Background: an optimization exercise with open tools, aiming at small area. Do not read the settings as production practice. In this exercise RTL edits were held to simulation tests only and were not proved equivalent to the original. Power figures rest on the tool's default switching activity, not on a simulated workload.

$ cat flow/run.sh
#!/bin/bash
# synth_recipe.tcl (not shown) runs the flow's synth.tcl, then flattens the netlist and writes it again
# the make line also repeats each setting of config.mk as NAME=value (left out here)
make -C /OpenROAD-flow-scripts/flow DESIGN_CONFIG=/design/flow/config.mk WORK_HOME=/design/flow/orfs CLKGATE_MAP_FILE= SYNTH_SCRIPT=/design/flow/synth_recipe.tcl finish
$ cat flow/config.mk
export PLATFORM = sky130hd
export DESIGN_NAME = Counter
export DESIGN_NICKNAME = Counter
export VERILOG_FILES = /design/flow/design.v
export SDC_FILE = /design/flow/constraint.sdc
export NUM_CORES = 4
export LEC_CHECK = 0
export CAP_MARGIN = 20
export CORE_MARGIN = 2
export CORE_UTILIZATION = 40
export SLEW_MARGIN = 20
$ cat flow/constraint.sdc
create_clock -name core_clock -period 15.0 [get_ports {clk}]
set_input_delay 3.0000 -clock core_clock [delete_from_list [all_inputs] [get_ports {clk}]]
set_output_delay 3.0000 -clock core_clock [all_outputs]
set_load 0.01 [all_outputs]
$ cat flow/design.v
`timescale 1ns / 1ps
module ClockDivider #(parameter DIV = 1, parameter CLOCK_FREQ = 1_000_000) (
    input wire clk,
    input wire rst,
    output reg reclk
);
    parameter LIMIT = CLOCK_FREQ / DIV;
    parameter WIDTH = $clog2(LIMIT);
    parameter ZERO = {{WIDTH} {1'b0}};
    parameter MAX = LIMIT - 1'b1;
    reg [WIDTH-1:0] counter;
    always @(posedge clk) begin
        if (rst) begin
            reclk <= 1'b0;
            counter <= ZERO;
        end
        else if (counter == MAX) begin
            reclk <= 1'b1;
            counter <= ZERO;
        end
        else begin
            reclk <= 1'b0;
            counter <= counter + 1;
        end
    end
endmodule
`timescale 1ns / 1ps
module Debouncer #(MS = 5, parameter CLOCK_FREQ = 1_000_000) (
    input wire clk,
    input wire rst,
    input wire unstable,
    output reg stable
);
    parameter DIV = CLOCK_FREQ / ((CLOCK_FREQ / 1_000) * MS);
    wire reclk;
    ClockDivider #(.DIV(DIV)) DebouncerDivider (.clk(clk), .rst(rst), .reclk(reclk));
    reg [2:0] meta_state;
    always @(posedge clk) begin
        if (rst) begin
            stable <= 1'b0;
            meta_state <= 3'b000;
        end else begin
            if (reclk) begin
                stable <= meta_state[2];
            end
            meta_state <= {meta_state[1:0], unstable};
        end
    end
endmodule
`timescale 1ns / 1ps
module SevenSegmentDecoder(
    input wire [3:0] value,
    input wire decimal,
    output reg [7:0] segments
);    
    always @(*)
        if (decimal == 1)
            case (value)            
                   4'd0: segments = ~8'b1111_1100;
                   4'd1: segments = ~8'b0110_0000;
                   4'd2: segments = ~8'b1101_1010;
                   4'd3: segments = ~8'b1111_0010;
                   4'd4: segments = ~8'b0110_0110;
                   4'd5: segments = ~8'b1011_0110;
                   4'd6: segments = ~8'b1011_1110;
                   4'd7: segments = ~8'b1110_0000;
                   4'd8: segments = ~8'b1111_1110;
                   4'd9: segments = ~8'b1111_0110;
                default: segments = ~8'b0000_0010;
            endcase
        else
            case (value)         
                4'h0: segments = ~8'b1111_1100;
                4'h1: segments = ~8'b0110_0000;
                4'h2: segments = ~8'b1101_1010;
                4'h3: segments = ~8'b1111_0010;
                4'h4: segments = ~8'b0110_0110;
                4'h5: segments = ~8'b1011_0110;
                4'h6: segments = ~8'b1011_1110;
                4'h7: segments = ~8'b1110_0000;
                4'h8: segments = ~8'b1111_1110;
                4'h9: segments = ~8'b1111_0110;
                4'ha: segments = ~8'b1110_1110;
                4'hb: segments = ~8'b0011_1110;
                4'hc: segments = ~8'b0001_1010;
                4'hd: segments = ~8'b0111_1010;
                4'he: segments = ~8'b1001_1110;
                4'hf: segments = ~8'b1000_1110;
            endcase
endmodule
`timescale 1ns / 1ps
module FourDigitSevenSegmentDecoder(
    input wire clk,
    input wire rst,
    input wire [3:0] v3, v2, v1, v0,
    input wire [3:0] digits,
    input wire decimal,
    output reg [3:0] anodes,
    output reg [7:0] cathodes
);
    reg reclk;
    reg [11:0] counter;
    always @(posedge clk) begin
        if (rst) begin
            reclk <= 0;
            counter <= 12'd0;
        end else begin
        reclk <= 0;
        if (counter == 12'd4_000) begin
            reclk <= 1;
            counter <= 1;
        end 
        else
            counter <= counter + 1;
        end
    end
    parameter s3 = 4'b1000;
    parameter s2 = 4'b0100;
    parameter s1 = 4'b0010;
    parameter s0 = 4'b0001;
    reg [3:0] state;   
    reg [1:0] idx;   
    reg [3:0] value;   
    wire [7:0] segments;   
    SevenSegmentDecoder SingleDigitDecoder (
    .value(value), 
    .decimal(decimal), 
    .segments(segments)
    );
    always @(*) begin
        case (state)
            s0: begin
                value = v0;
                idx = 2'd0;
            end
            s1: begin
                value = v1;
                idx = 2'd1;
            end
            s2: begin
                value = v2;
                idx = 2'd2;
            end
            s3: begin
                value = v3;
                idx = 2'd3;
            end
            default: begin
                value = 4'b0;
                idx = 2'd0;
            end
        endcase
        anodes = digits[idx] ? ~state : ~4'b0;
        cathodes = digits[idx] ? segments : ~8'b0;
    end
    always @(posedge clk) begin
        if (rst)
            state <= s0;
        else
        if (reclk) begin
            case (state)
                s0: state <= s1;
                s1: state <= s2;
                s2: state <= s3;
                s3: state <= s0;
                default: state <= s0;
            endcase
        end
    end
endmodule
`timescale 1ns / 1ps
module FullSevenSegmentDisplay(
    input wire clk,
    input wire rst,
    input wire [7:0] value,
    output reg [3:0] anodes,
    output reg [7:0] cathodes
);   
    parameter MSB = 7;
    wire sign = value[MSB];
    wire [MSB:0] abs = sign ? (~value + 1) : value;
    reg [3:0] sel;   
    reg [3:0] v3, v2, v1, v0;   
    wire [3:0] digits;
    wire [7:0] segments;
    FourDigitSevenSegmentDecoder FourDigitDecoder (
    .clk(clk),
    .rst(rst),
    .v3(v3), 
    .v2(v2), 
    .v1(v1), 
    .v0(v0), 
    .digits(sel),
    .decimal(1'b1),   
    .anodes(digits),
    .cathodes(segments)
    );
    always @(*) begin
        v3 = 4'd10; v2 = 4'd10; v1 = 4'd10; v0 = 4'd10;
        if (abs < 8'd10) begin
            sel = sign ? 4'b0011 : 4'b0001;
            v0 = abs[3:0];   
        end
        else if (abs < 8'd100) begin
            sel = sign ? 4'b0111 : 4'b0011;
            v1 = abs / 8'd10;   
            v0 = abs - v1 * 8'd10;   
        end
        else begin
            sel = sign ? 4'b1111 : 4'b0111;
            v2 = abs / 8'd100;   
            v1 = (abs - v2 * 8'd100) / 8'd10;   
            v0 = abs - v2 * 8'd100 - v1 * 8'd10;   
        end
        anodes = digits;
        cathodes = segments;
    end
endmodule
`timescale 1ns / 1ps
module Counter(
    input wire clk,
    input wire rst,
    input wire up,
    input wire down,
    input wire reset,
    input wire [3:0] amount,
    output reg [3:0] anodes,
    output reg [7:0] cathodes
);
    reg signed [7:0] value;
    wire [3:0] digits;
    wire [7:0] segments;
    FullSevenSegmentDisplay Display (.clk(clk), .rst(rst), .value(value), .anodes(digits), .cathodes(segments));
    wire up_stable, down_stable, reset_stable;
    reg up_pressed, down_pressed, reset_pressed;
    Debouncer IncrementDebouncer (.clk(clk), .rst(rst), .unstable(up), .stable(up_stable));
    Debouncer DecrementDebouncer (.clk(clk), .rst(rst), .unstable(down), .stable(down_stable));
    Debouncer ResetDebouncer (.clk(clk), .rst(rst), .unstable(reset), .stable(reset_stable));
    wire reclk;
    parameter MS = 10;
    parameter CLOCK_FREQ = 1_000_000;
    parameter DIV = CLOCK_FREQ / ((CLOCK_FREQ / 1_000) * MS);
    ClockDivider #(.DIV(DIV)) ButtonDivider (.clk(clk), .rst(rst), .reclk(reclk));
    always @(posedge clk) begin
        if (rst) begin
            value <= 8'b0;
            up_pressed <= 1'b0;
            down_pressed <= 1'b0;
            reset_pressed <= 1'b0;
            anodes <= 4'b1111;
            cathodes <= 8'b1111_1111;
        end else begin
        if (reclk) begin
            if (up_stable) begin
                if (~up_pressed)
                    value <= value + {4'b0, amount};
                    up_pressed <= 1'b1;
            end else
                up_pressed <= 1'b0;
            if (down_stable) begin
                if (~down_pressed)
                    value <= value - {4'b0, amount};
                    down_pressed <= 1'b1;
            end else
                down_pressed <= 1'b0;
            if (reset_stable) begin
                if (~reset_pressed)
                    value <= 8'b0;
                    reset_pressed <= 1'b1;
            end else
                reset_pressed <= 1'b0;
        end
        anodes <= digits;
        cathodes <= segments;
        end
    end
endmodule
==> results.py, run 1 <==
metrics = {
    "placement": {
        "dpl.hpwl_mm": 9.86,
        "place_congestion": 0.842,
        "place_inst": 1029,
        "dp_worst_setup_slack_ns": 5.71,
        "io_buffers": 19,
        "post_dp_cell_area_um2": 7130,
    },
    "logic_synthesis": {
        "async_flop_share_pct": 0,
        "yosys-top-cells-count": "145 x nor2_1, 108 x dfxtp_1, 58 x nand2_1",
        "synth_seq_cells": 108,
        "synth-xor-area-share_pct": 9.94,
        "synthFlopType": "dfxtp_1",
        "synth_compound_area_share_pct": 15.7,
        "synth_cells": 822,
        "synth_top_family_by_area": "simple AND/OR/NAND/NOR gates",
        "yosysUniqueCellTypes": 89,
        "synthSimpleGateAreaFrac_pct": 26.3,
        "yosys.area_share.adder_pct": 7.83,
        "synth_top_area_cell": "dfxtp_1",
        "synthMuxAreaShare_pct": 4.17,
        "syn-num-nets": 869,
        "yosysSeqAreaShare_pct": 31.7,
        "syn_area_um2": 6810,
        "synth_most_common_cell": "nor2_1",
        "synthTopCellsByArea": "dfxtp_1 32%, nor2_1 8.0%, ha_1 6.1%, xor2_1 4.8%, xnor2_1 4.4%",
        "synth.avg_cell_area_um2": 8.29,
        "synth_edf_count": 0,
        "synth_top_cell_area_share_pct": 31.7,
        "ys_warn_count": 7,
    },
    "die": {
        "die_h_um": 134,
        "io_pins": 21,
        "rows": 47,
        "die_w_um": 134,
        "core_um2": 16600,
        "die_area_um2": 18100,
        "start_util_pct": 40.9,
    },
    "timing": {
        "worst_clock_skew_ns": 0.00970,
        "finalCritPeriodShare_pct": 62.0,
        "worst_pin_slew_ns": 0.805,
        "finalHoldViolCount": 0,
        "rsz0062_at_grt": "false",
        "fin_crit_ns": 9.30,
        "fmax_ghz": 0.108,
        "final.setup.worst_slack_ns": 5.70,
        "setup_violations": 0,
        "finalSetupTns_ns": 0,
        "holdWs_ns": 0.442,
        "final_max_slew_viol_count": 0,
        "slew_headroom_pct": 45.8,
    },
    "cells_and_area": {
        "postLayoutCellArea_um2": 7430,
        "fin_util_pct": 44.6,
        "num-fill-cells": 1660,
        "stdcell_count": 1044,
        "drive_gt1_share_pct": 5.70,
        "regArea_um2": 2160,
        "antenna_cells": 0,
        "multi_input_area_um2": 4350,
        "area_delta_synth_final_pct": 9.06,
        "nNetsFinal": 867,
    },
    "global_routing": {
        "grt_overflow": 0,
        "antenna_found_initial": 0,
        "grt_pass1_wl_mm": 23.8,
        "grt_max_degree": 45,
        "track_usage_pct": 15.6,
        "grt_pass1_vias": 5137,
    },
    "critical_path": {
        "max_stage_delay_ns": 0.66,
        "cp_num_buf_inv": 4,
        "end_kind": "flop",
        "critPathArrivalTime_ns": 9.59,
        "slowest_stage": "dfxtp_1",
        "start_kind": "flop",
        "worstPathMaxFanout": 19,
        "path_class": "flop to flop",
        "cp_common_cell": "ha_1",
        "cp_top_family": "compound AO/OA/AOI/OAI gates",
        "critPathRequiredTime_ns": 15.29,
    },
    "routing": {
        "wl_per_cell_um": 12.9,
        "drt_pass1_iterations": 5,
        "via_per_inst": 5.23,
        "drt_iter0_markers": 221,
        "drtAntennaViolNets": 0,
        "drc_errors": 0,
        "vias": 5464,
        "routed_wl_mm": 13.5,
    },
    "pwr": {
        "total_power_mw": 0.552,
        "ir_drop_mv": 0.0538,
        "power.density_nw_per_um2": 74.3,
        "p_leak_nw": 2.82,
    },
    "clock_network": {
        "clk_path_buf_depth": 2,
        "postCtsHoldBufs": 0,
        "cts_tree": "done",
        "cts.clk_slew.worst_paths_ns": 0.07,
        "cts_buffers": 9,
        "cts-root-buf": "clkbuf_16",
        "htree_levels": 3,
        "post_cts_buffers": 0,
        "cts_repair_resize_count": 0,
        "insertion_delay_ns": 0.34,
        "cts_num_sinks": 108,
    },
    "outcome": {
        "outcome": "complete, no violations",
    },
    "min_path": {
        "min_path_type": "flop to flop",
    },
    "flow_run": {
        "maxCapViolations": 0,
    },
}
worst reg2reg max path, delay by kind of cell (launching register included):
family	cells	cell delay [ns]
AOI/OAI and AO/OA	10	3.40
adders and majority gates	6	1.89
and+or+nand+nor	6	1.63
DFF	1	0.66
buffers and inverters	4	0.64
xor gates and xnor gates	1	0.54
muxes	3	0.49
final cells by class:
cell class,instances,area share (%)
Tap cell,220,3.71
Clock buffer,10,3.22
Sequential cell,108,29.1
Inverter,33,1.74
Timing Repair Buffer,22,2.80
Multi-Input combinational cell,646,58.6
Clock inverter,5,0.825
final timing paths:
check / start / endpoint / slack (ns) / depth (start not counted)
setup / recovery: value[1] / cathodes[3] / 5.70 / 30
hold / removal: DecrementDebouncer.meta_state[1] / DecrementDebouncer.meta_state[2] / 0.44 / 1
setup reg to reg: value[1] / cathodes[3] / 5.70 / 30
hold reg to reg: DecrementDebouncer.meta_state[1] / DecrementDebouncer.meta_state[2] / 0.44 / 1
sequential cells by signal, summed over array words and instances, names as in the netlist, 4 cells and up:
signal / cells
Display.FourDigitDecoder.state: 4
anodes: 4
value: 8
Display.FourDigitDecoder.counter: 12
cathodes: 7
IncrementDebouncer.DebouncerDivider.counter: 13
ResetDebouncer.DebouncerDivider.counter: 13
ButtonDivider.counter: 14
DecrementDebouncer.DebouncerDivider.counter: 13
cell families (layout without fill, tap and decap cells):
family,after synthesis,count (layout)
AO/OA/AOI/OAI,144,144
buffers and inverters,68,70
XOR/XNOR,74,74
adder cells (fa/ha/maj),40,40
other,1,1
AND/OR/NAND/NOR,361,361
flip-flops,108,108
multiplexers,26,26
cells in the final DEF (no fill, tap or decap), types with 4 or more instances in the layout:
master and count:
nor2_1 145, dfxtp_1 108, nand2_1 58, xor2_1 37, nand3_1 36, xnor2_1 34
ha_1 33, inv_1 32, o21ai_0 29, a21oi_1 26, nor3_1 20, mux2i_1 19
clkdlybuf4s50_1 18, and3_1 17, nand2b_1 16, nor2b_1 16, nand4_1 12, a211oi_1 9
clkbuf_16 9, o211ai_1 8, or3_1 7, o22ai_1 7, a22oi_1 6, nor4b_1 5
fa_1 5, o21a_1 4, nand4b_1 4, a31oi_1 4, mux2_2 4, and2_1 4
o21bai_1 4
metal layers:
metal	track usage (%)	routed length (um)	vias to the layer above
met5	0	0	-
met3	1.91	303	20
met1	21.4	6750	2504
met2	24.9	6190	79
li1	-	-	2861
met4	6.20	261	0
power breakdown:
| part | leakage, nW | internal (mW) | switching, mW |
|---|---|---|---|
| combinational | 1.80 | 0.00961 | 0.0114 |
| sequential | 0.877 | 0.292 | 0.00294 |
| clock | 0.142 | 0.134 | 0.102 |
==> inputs of run 2 (changes only) <==
==> flow/design.v (replaced) <==
`timescale 1ns / 1ps
module Counter(
    input wire clk,
    input wire rst,
    input wire up,
    input wire down,
    input wire reset,
    input wire [3:0] amount,
    output reg [3:0] anodes,
    output wire [7:0] cathodes
);
    reg [10:0] p;
    reg [2:0] q8;
    reg [2:0] q5;
    wire wrap = (p == 11'd1999);
    always @(posedge clk) begin
        if (rst) begin
            p <= 11'd2046;
            q8 <= 3'd0;
            q5 <= 3'd0;
        end else begin
            p <= wrap ? 11'd0 : p + 11'd1;
            if (wrap) begin
                q8 <= q8 + 3'd1;
                q5 <= (q5 == 3'd4) ? 3'd0 : q5 + 3'd1;
            end
        end
    end
    wire [1:0] idx = q8[2:1];
    wire sample = (p == 11'd995) && (q5 == 3'd2);    
    wire exam = (p == 11'd1998) && (q5 == 3'd4);     
    reg [2:0] prev;
    reg [1:0] act;    
    always @(posedge clk) begin
        if (rst)
            prev <= 3'b000;
        else if (sample) begin
            prev <= {reset, down, up};
            if (reset & ~prev[2]) act <= 2'b11;
            else if (down & ~prev[1]) act <= 2'b10;
            else if (up & ~prev[0]) act <= 2'b01;
            else act <= 2'b00;
        end
    end
    reg [7:0] value;
    always @(posedge clk) begin
        if (rst)
            value <= 8'd0;
        else if (exam) begin
            case (act)
                2'b01: value <= value + {4'b0, amount};
                2'b10: value <= value - {4'b0, amount};
                2'b11: value <= 8'd0;
                default: ;
            endcase
        end
    end
    wire sign = value[7];
    wire [7:0] abs = sign ? -value : value;
    wire ge10 = abs >= 8'd10;
    wire ge100 = abs >= 8'd100;
    wire [6:0] rem = ge100 ? abs - 8'd100 : abs;
    wire [3:0] tens = rem / 7'd10;
    wire [3:0] units = rem % 7'd10;
    reg [3:0] dig;
    reg show;
    always @(*) begin
        case (idx)
            2'd0: begin dig = units; show = 1'b1; end
            2'd1: begin dig = ge10 ? tens : 4'd10; show = ge10 | sign; end
            2'd2: begin dig = ge100 ? 4'd1 : 4'd10; show = ge100 | (ge10 & sign); end
            default: begin dig = 4'd10; show = ge100 & sign; end
        endcase
    end
    reg [6:0] seg;
    always @(*) begin
        case (dig)           
            4'd0: seg = 7'b0000001;
            4'd1: seg = 7'b1001111;
            4'd2: seg = 7'b0010010;
            4'd3: seg = 7'b0000110;
            4'd4: seg = 7'b1001100;
            4'd5: seg = 7'b0100100;
            4'd6: seg = 7'b0100000;
            4'd7: seg = 7'b0001111;
            4'd8: seg = 7'b0000000;
            4'd9: seg = 7'b0000100;
            default: seg = 7'b1111110;
        endcase
    end
    reg [6:0] cat;
    always @(posedge clk) begin
        if (rst) begin
            anodes <= 4'b1111;
            cat <= 7'b1111111;
        end else begin
            anodes <= show ? ~(4'b0001 << idx) : 4'b1111;
            cat <= show ? seg : 7'b1111111;
        end
    end
    assign cathodes = {cat, 1'b1};
endmodule
--- a/flow/config.mk
+++ b/flow/config.mk
@@ -5,7 +5,8 @@
 export SDC_FILE = /design/flow/constraint.sdc
 export NUM_CORES = 4
 export LEC_CHECK = 0
+export ABC_AREA = 1
 export CAP_MARGIN = 20
 export CORE_MARGIN = 2
-export CORE_UTILIZATION = 40
+export CORE_UTILIZATION = 70
 export SLEW_MARGIN = 20
==> results.py, run 2 <==
metrics = {
    "clock_network": {
        "post_cts_buffers": 0,
        "cts.clk_slew.worst_paths_ns": 0.08,
        "clk_path_buf_depth": 2,
        "cts_num_sinks": 41,
        "insertion_delay_ns": 0.30,
        "postCtsHoldBufs": 0,
        "cts_repair_resize_count": 0,
        "htree_levels": 2,
        "cts_buffers": 5,
        "cts-root-buf": "clkbuf_8",
        "cts_tree": "done",
    },
    "logic_synthesis": {
        "synth_most_common_cell": "nand2_1",
        "synth.avg_cell_area_um2": 6.94,
        "synth_seq_cells": 41,
        "synth_top_cell_area_share_pct": 24.7,
        "ys_warn_count": 1,
        "synth_cells": 455,
        "yosysSeqAreaShare_pct": 26.6,
        "async_flop_share_pct": 0,
        "synth_top_area_cell": "dfxtp_1",
        "synthTopCellsByArea": "dfxtp_1 25%, nand2_1 11%, ha_1 11%, inv_1 7.7%, nand3_1 6.2%",
        "synth_edf_count": 2,
        "yosysUniqueCellTypes": 42,
        "yosys-top-cells-count": "95 x nand2_1, 65 x inv_1, 39 x dfxtp_1, 39 x nand3_1, 36 x nor2_1",
        "synthFlopType": "dfxtp_1",
        "syn-num-nets": 493,
        "syn_area_um2": 3160,
    },
    "die": {
        "rows": 24,
        "die_w_um": 71.1,
        "die_h_um": 71.1,
        "io_pins": 21,
        "start_util_pct": 72.5,
        "core_um2": 4350,
        "die_area_um2": 5060,
    },
    "routing": {
        "via_per_inst": 5.58,
        "wl_per_cell_um": 12.5,
        "routed_wl_mm": 6.62,
        "vias": 2947,
        "drt_pass1_iterations": 4,
        "drc_errors": 0,
        "drtAntennaViolNets": 0,
        "drt_iter0_markers": 104,
    },
    "global_routing": {
        "grt_max_degree": 19,
        "grt_overflow": 0,
        "grt_pass1_wl_mm": 11.7,
        "grt_pass1_vias": 2850,
        "track_usage_pct": 28.1,
        "antenna_found_initial": 0,
    },
    "outcome": {
        "outcome": "complete, no violations",
    },
    "flow_run": {
        "maxCapViolations": 0,
    },
    "timing": {
        "worst_clock_skew_ns": 0.0102,
        "final_max_slew_viol_count": 0,
        "rsz0062_at_grt": "false",
        "holdWs_ns": 0.468,
        "setup_violations": 0,
        "finalHoldViolCount": 0,
        "slew_headroom_pct": 52.8,
        "finalSetupTns_ns": 0,
        "fmax_ghz": 0.179,
        "finalCritPeriodShare_pct": 37.2,
        "worst_pin_slew_ns": 0.706,
        "fin_crit_ns": 5.59,
    },
    "cells_and_area": {
        "regMostFlops": "p",
        "nNetsFinal": 513,
        "area_delta_synth_final_pct": 10.5,
        "regArea_um2": 841,
        "mostFrequentLayoutCells": "95 x nand2_1, 65 x inv_1, 39 x nand3_1, 39 x dfxtp_1, 36 x nor2_1",
        "antenna_cells": 0,
        "postLayoutCellArea_um2": 3490,
        "fin_util_pct": 80.1,
        "drive_gt1_share_pct": 13.4,
        "multi_input_area_um2": 1990,
        "num-fill-cells": 324,
        "largest_reg_flops": 11,
        "layout_commonest_cell": "nand2_1",
        "largestRegisters": "p x11, value x8, cat x7",
    },
    "critical_path": {
        "critPathRequiredTime_ns": 15.21,
        "start_kind": "input port",
        "worstPathMaxFanout": 3,
        "end_kind": "flop",
        "r2r-end": "cat[3]",
        "critPathArrivalTime_ns": 5.80,
        "r2r_slack_ns": 10.23,
        "rr_startpoint": "value[1]",
        "reg2reg_depth": 38,
        "path_class": "input port to flop",
    },
    "pwr": {
        "power.density_nw_per_um2": 70.1,
        "p_sw_share_pct": 26.7,
        "clkPwrFrac_pct": 37.1,
        "seqPwrFrac_pct": 49.1,
        "share_comb_of_total_power_pct": 13.8,
        "p_leak_nw": 1.78,
        "intPower_mw": 0.179,
        "p_sw_mw": 0.0652,
        "ir_drop_mv": 0.0688,
    },
    "min_path": {
        "hold_path.startpoint": "prev[1]",
        "min_path_type": "flop to flop",
        "min_path_cells": 2,
        "min_to": "prev[1]",
    },
    "placement": {
        "dpl.hpwl_mm": 5.16,
        "io_buffers": 19,
        "place_congestion": 0.858,
        "post_dp_cell_area_um2": 3370,
    },
}
[run 2: cell types whose count changed in the layout (fill, tap and decap cells not counted), sizes merged, moves of 30 or more]
cell / change
inv: +41
dfxtp: -69
xor2: -30
xnor2: -31
nor2: -106
nand2: +59
[run 2: power groups by stage]
stage	Clock, mW	Combinational [mW]	Sequential (mW)
after detailed placement	0	0.0330	0.122
after CTS	0.0933	0.0335	0.120
after floorplan	0	0.0230	0.122
after global routing	0.0960	0.0384	0.121
final	0.0907	0.0337	0.120
after global placement	0	0.0316	0.122
[run 2: kinds of logic after synthesis]
group	synth area share [%]
buffers and inverters	10.3
flip-flops	26.6
other	0.119
adder cells (fa/ha/maj)	11.7
AO/OA/AOI/OAI	11.1
AND/OR/NAND/NOR	36.7
XOR/XNOR	3.33
[run 2: metal layers]
metal  vias up  global-route usage [%]  part of all wire (%)
met3        16                    4.70                   4.0
met2        79                    49.6                    50
met1      1344                    32.8                    43
li1       1508                       -                     -
met4         0                    13.4                   2.4
met5         -                       0                     0
[run 2: cell type report]
cell class | instances | area share, %
multi-input cells | 332 | 57.0
well taps | 52 | 1.87
clock buffers | 5 | 1.97
flip-flops and latches | 41 | 24.1
repair buffers | 20 | 5.67
inverters | 75 | 8.07
clock inverters | 3 | 1.29
[run 2: per-stage QoR]
step,setup slack [ns],std cells,total power [mW]
finish,9.41,528,0.245
global route,9.22,528,0.255
CTS,9.43,528,0.247
detailed placement,9.13,520,0.155
global placement,9.31,520,0.154
floorplan,9.96,455,0.145
[run 2: how the worst max path moves through the flow]
stage | startpoint | end | slack [ns] | cells past startpoint
2_1_floorplan | amount[1] | value[7] | 9.96 | 19
3_3_place_gp | amount[0] | value[7] | 9.31 | 20
3_5_place_dp | amount[0] | value[7] | 9.13 | 20
4_1_cts | amount[0] | value[7] | 9.43 | 20
5_1_grt | amount[0] | value[7] | 9.22 | 20
6_report | amount[0] | value[7] | 9.41 | 20
[run 2: worst max-delay path: stages]
cell and delay (ns):
clkdlybuf4s50_1 0.50, inv_1 0.06, ha_1 0.28, nand2_1 0.06
o21ai_0 0.15, inv_1 0.08, ha_1 0.28, nand2_1 0.07
nor2_1 0.04, a211oi_1 0.22, nor2_1 0.09, nor2_1 0.10
o21ai_0 0.11, and2_1 0.18, nor2_1 0.09, nor2_1 0.04
nor2_1 0.10, xor2_1 0.15, nand2_1 0.06, a21oi_1 0.13

-- what the ideal ports hide --
Ports are ideal in the flow. The routed layouts listed here were re-timed in OpenROAD. Step 1, drivers: a clkbuf_16 drives clk and a buf_2 each remaining input, both assumed. Step 2, shift: input delay + t, output delay - t, t = (earliest + latest rising clock arrival at the registers) / 2. This alone moves slack from input paths to output paths. Slacks: ideal / step 1 / step 2; pairs: ideal / step 1.
| run | t, ns | setup slack, ns | latest minus earliest clock arrival (ns) | slew at the worst register clock pin (ns) | worst slew at a driven data input, ns |
|---|---|---|---|---|---|
| run 1 | 0.375 | 5.699 / 5.699 / 5.699 | 0.010 / 0.010 | 0.07 / 0.07 | 0.03 |
| run 2 | 0.323 | 9.413 / 9.420 / 9.097 | 0.010 / 0.010 | 0.09 / 0.09 | 0.03 |
After both steps setup and hold are still met in every run listed. For run 2, which loses most, drivers alone change the setup slack by +0.007 ns; drivers and shift together by -0.316 ns.
